Background: an optimization exercise with open tools, aiming at small area and a short achievable clock period. Do not read the settings as production practice. RTL that was checked went through simulation tests only; none was proved equivalent to the original. No activity file was given, so power comes from the tool's default toggle rates.

==> flow/design.v <==
module memory_in(
    input [7:0] data,
    input [5:0] addr,
    input wr,
    input clk,
    output [7:0] out
);
  mem_core #(.A(6), .LO(3)) u_core (
    .data(data), .addr(addr), .wr(wr), .clk(clk), .out(out)
  );
endmodule
module memory_out(
    input [7:0] data,
    input [3:0] addr,
    input wr,
    input clk,
    output [7:0] out
);
  mem_core #(.A(4), .LO(2)) u_core (
    .data(data), .addr(addr), .wr(wr), .clk(clk), .out(out)
  );
endmodule
module memory_weight(
    input [7:0] data,
    input [3:0] addr,
    input wr,
    input clk,
    output [7:0] out
);
  mem_core #(.A(4), .LO(2)) u_core (
    .data(data), .addr(addr), .wr(wr), .clk(clk), .out(out)
  );
endmodule
module lr_memories(
    input        clk,
    input  [7:0] in_data,
    input  [5:0] in_addr,
    input        in_wr,
    output [7:0] in_q,
    input  [7:0] out_data,
    input  [3:0] out_addr,
    input        out_wr,
    output [7:0] out_q,
    input  [7:0] w_data,
    input  [3:0] w_addr,
    input        w_wr,
    output [7:0] w_q
);
  memory_in u_in (
    .data(in_data), .addr(in_addr), .wr(in_wr), .clk(clk), .out(in_q)
  );
  memory_out u_out (
    .data(out_data), .addr(out_addr), .wr(out_wr), .clk(clk), .out(out_q)
  );
  memory_weight u_w (
    .data(w_data), .addr(w_addr), .wr(w_wr), .clk(clk), .out(w_q)
  );
endmodule
module mem_core #(
    parameter A  = 6,
    parameter LO = 3
) (
    input  [7:0]   data,
    input  [A-1:0] addr,
    input          wr,
    input          clk,
    output [7:0]   out
);
  localparam N  = 1 << A;
  localparam HI = A - LO;
  localparam NA = 1 << LO;
  localparam NB = 1 << HI;
  genvar i, b, m;
  wire [A-1:0]  addr_n;
  wire          wr_n;
  wire [NA-1:0] pa_n;
  wire [NB-1:0] pb_n;
  generate
    for (i = 0; i < A; i = i + 1) begin : g_lit
      c_inv u_inv (.a(addr[i]), .y(addr_n[i]));
    end
    for (i = 0; i < NA; i = i + 1) begin : g_pa
      if (LO == 3) begin : g3
        c_nand3 u_pd (.a(i[0] ? addr[0] : addr_n[0]),
                      .b(i[1] ? addr[1] : addr_n[1]),
                      .c(i[2] ? addr[2] : addr_n[2]), .y(pa_n[i]));
      end else begin : g2
        c_nand2 u_pd (.a(i[0] ? addr[0] : addr_n[0]),
                      .b(i[1] ? addr[1] : addr_n[1]), .y(pa_n[i]));
      end
    end
    for (i = 0; i < NB; i = i + 1) begin : g_pb
      if (HI == 3) begin : g3
        c_nand3 u_pd (.a(i[0] ? addr[LO] : addr_n[LO]),
                      .b(i[1] ? addr[LO+1] : addr_n[LO+1]),
                      .c(i[2] ? addr[LO+2] : addr_n[LO+2]), .y(pb_n[i]));
      end else begin : g2
        c_nand2 u_pd (.a(i[0] ? addr[LO] : addr_n[LO]),
                      .b(i[1] ? addr[LO+1] : addr_n[LO+1]), .y(pb_n[i]));
      end
    end
  endgenerate
  c_inv u_wr_n (.a(wr), .y(wr_n));
  wire [N-1:0] wl;
  wire [N-1:0] we;
  wire [7:0]   word_q [N-1:0];
  generate
    for (i = 0; i < N; i = i + 1) begin : g_word
      reg [7:0] word;
      c_nor2 u_wl (.a(pa_n[i % NA]), .b(pb_n[i / NA]), .y(wl[i]));
      c_nor3 u_we (.a(pa_n[i % NA]), .b(pb_n[i / NA]), .c(wr_n), .y(we[i]));
      always @ (posedge clk)
        if (we[i])
          word <= data;  
      assign word_q[i] = word;
    end
  endgenerate
  wire [7:0] q_d;
  reg  [7:0] q;
  generate
    for (b = 0; b < 8; b = b + 1) begin : g_bit
      wire [N/8-1:0] p;
      for (m = 0; m < N/8; m = m + 1) begin : g_grp
        c_ao8 u_p (.w(wl[8*m+7:8*m]),
                   .d({word_q[8*m+7][b], word_q[8*m+6][b], word_q[8*m+5][b],
                       word_q[8*m+4][b], word_q[8*m+3][b], word_q[8*m+2][b],
                       word_q[8*m+1][b], word_q[8*m][b]}),
                   .y(p[m]));
      end
      if (N == 64) begin : g64
        wire [3:0] r_n;
        for (m = 0; m < 4; m = m + 1) begin : g_or
          c_nor2 u_r (.a(p[2*m]), .b(p[2*m+1]), .y(r_n[m]));
        end
        c_wt4 u_wt (.n(r_n), .wr(wr), .d(data[b]), .y(q_d[b]));
      end else begin : g16
        c_wt2 u_wt (.p(p), .wr(wr), .d(data[b]), .y(q_d[b]));
      end
    end
  endgenerate
  always @ (posedge clk)
    q <= q_d;  
  assign out = q;
endmodule
module c_inv (input a, output y);
  assign y = ~a;
endmodule
module c_nand2 (input a, input b, output y);
  assign y = ~(a & b);
endmodule
module c_nand3 (input a, input b, input c, output y);
  assign y = ~(a & b & c);
endmodule
module c_nand4 (input a, input b, input c, input d, output y);
  assign y = ~(a & b & c & d);
endmodule
module c_nor2 (input a, input b, output y);
  assign y = ~(a | b);
endmodule
module c_nor3 (input a, input b, input c, output y);
  assign y = ~(a | b | c);
endmodule
module c_a22oi (input a1, input a2, input b1, input b2, output y);
  assign y = ~((a1 & a2) | (b1 & b2));
endmodule
module c_wt4 (input [3:0] n, input wr, input d, output y);
  assign y = wr ? d : ~(&n);
endmodule
module c_wt2 (input [1:0] p, input wr, input d, output y);
  assign y = wr ? d : (|p);
endmodule
module c_ao8 (input [7:0] w, input [7:0] d, output y);
  assign y = |(w & d);
endmodule
clock: 5.0 ns
lec_check: 0
cap_margin: 20
core_margin: 2
core_utilization: 40
place_density: 0.6
setup_slack_margin: 3.0
slew_margin: 20
synth_hierarchical: 1
synth_minimum_keep_size: 0
run.sh (not shown) runs the stock make flow with config.mk's settings and CLKGATE_MAP_FILE= SYNTH_SCRIPT=/design/flow/synth_recipe.tcl, a recipe that flattens the netlist after the stock synthesis.
Then changed:
--- a/flow/design.v
+++ b/flow/design.v
@@ -106,9 +106,9 @@
   wire [7:0]   word_q [N-1:0];
   generate
     for (i = 0; i < N; i = i + 1) begin : g_word
       reg [7:0] word;
-      c_nor2 u_wl (.a(pa_n[i % NA]), .b(pb_n[i / NA]), .y(wl[i]));
+      c_nor3 u_wl (.a(pa_n[i % NA]), .b(pb_n[i / NA]), .c(wr), .y(wl[i]));
       c_nor3 u_we (.a(pa_n[i % NA]), .b(pb_n[i / NA]), .c(wr_n), .y(we[i]));
       always @ (posedge clk)
         if (we[i])
           word <= data;  
@@ -126,16 +126,19 @@
                        word_q[8*m+4][b], word_q[8*m+3][b], word_q[8*m+2][b],
                        word_q[8*m+1][b], word_q[8*m][b]}),
                    .y(p[m]));
       end
+      wire wd;
+      c_and2 u_wd (.a(wr), .b(data[b]), .y(wd));
       if (N == 64) begin : g64
         wire [3:0] r_n;
-        for (m = 0; m < 4; m = m + 1) begin : g_or
+        for (m = 0; m < 3; m = m + 1) begin : g_or
           c_nor2 u_r (.a(p[2*m]), .b(p[2*m+1]), .y(r_n[m]));
         end
-        c_wt4 u_wt (.n(r_n), .wr(wr), .d(data[b]), .y(q_d[b]));
+        c_nor3 u_r3 (.a(p[6]), .b(p[7]), .c(wd), .y(r_n[3]));
+        c_nand4 u_q (.a(r_n[0]), .b(r_n[1]), .c(r_n[2]), .d(r_n[3]), .y(q_d[b]));
       end else begin : g16
-        c_wt2 u_wt (.p(p), .wr(wr), .d(data[b]), .y(q_d[b]));
+        c_or3 u_q (.a(p[0]), .b(p[1]), .c(wd), .y(q_d[b]));
       end
     end
   endgenerate
   always @ (posedge clk)
@@ -159,16 +162,13 @@
 endmodule
 module c_nor3 (input a, input b, input c, output y);
   assign y = ~(a | b | c);
 endmodule
-module c_a22oi (input a1, input a2, input b1, input b2, output y);
-  assign y = ~((a1 & a2) | (b1 & b2));
+module c_and2 (input a, input b, output y);
+  assign y = a & b;
 endmodule
-module c_wt4 (input [3:0] n, input wr, input d, output y);
-  assign y = wr ? d : ~(&n);
-endmodule
-module c_wt2 (input [1:0] p, input wr, input d, output y);
-  assign y = wr ? d : (|p);
+module c_or3 (input a, input b, input c, output y);
+  assign y = a | b | c;
 endmodule
 module c_ao8 (input [7:0] w, input [7:0] d, output y);
   assign y = |(w & d);
 endmodule
Sequential power stays flat.
Clock-buffer cell count climbs by 9.
Clock skew is lower by 0.0074 ns.
Total power is lower by about 0.5%.
Synthesized cell count came out lower by about 1%.
Area after synthesis climbs by about 2%.
Non-clock buffer count is lower by 19.
Via count is about the same.
Worst setup slack is better by 0.098 ns.
Final area grows by 1.8%.
Wire length hardly moves.
Cell count goes down by 0.69%.
Function not checked in the first run of this note: the RTL went through the layout flow alone.

-- port drivers added, routing unchanged --
The results above use ideal ports. As a check the final layouts listed here were re-extracted and re-timed, cells and wires unchanged. Step 1, drivers: a clkbuf_16 drives clk and a buf_2 each remaining input, both assumed. Step 2 adds t to the input delays and takes it off the output delays; t is the mean of the earliest and latest rising clock arrival at the registers after step 1. Input paths then give back, and output paths get back, about the clock's delay inside the block. Three values: ideal, step 1, step 2; two values: the first two.
run | shift t [ns] | setup WS [ns] | worst hold slack (ns) | latest minus earliest clock arrival (ns)
the first run | 0.669 | 2.635 / 2.621 / 1.951 | 0.649 / 0.649 / 0.649 | 0.035 / 0.035
the second run | 0.673 | 2.733 / 2.711 / 2.037 | 0.587 / 0.587 / 0.587 | 0.021 / 0.021
After both steps every run listed still meets setup and hold. The setup slack of the second run, which loses most, moves by -0.022 ns with the drivers and by -0.696 ns with both steps.
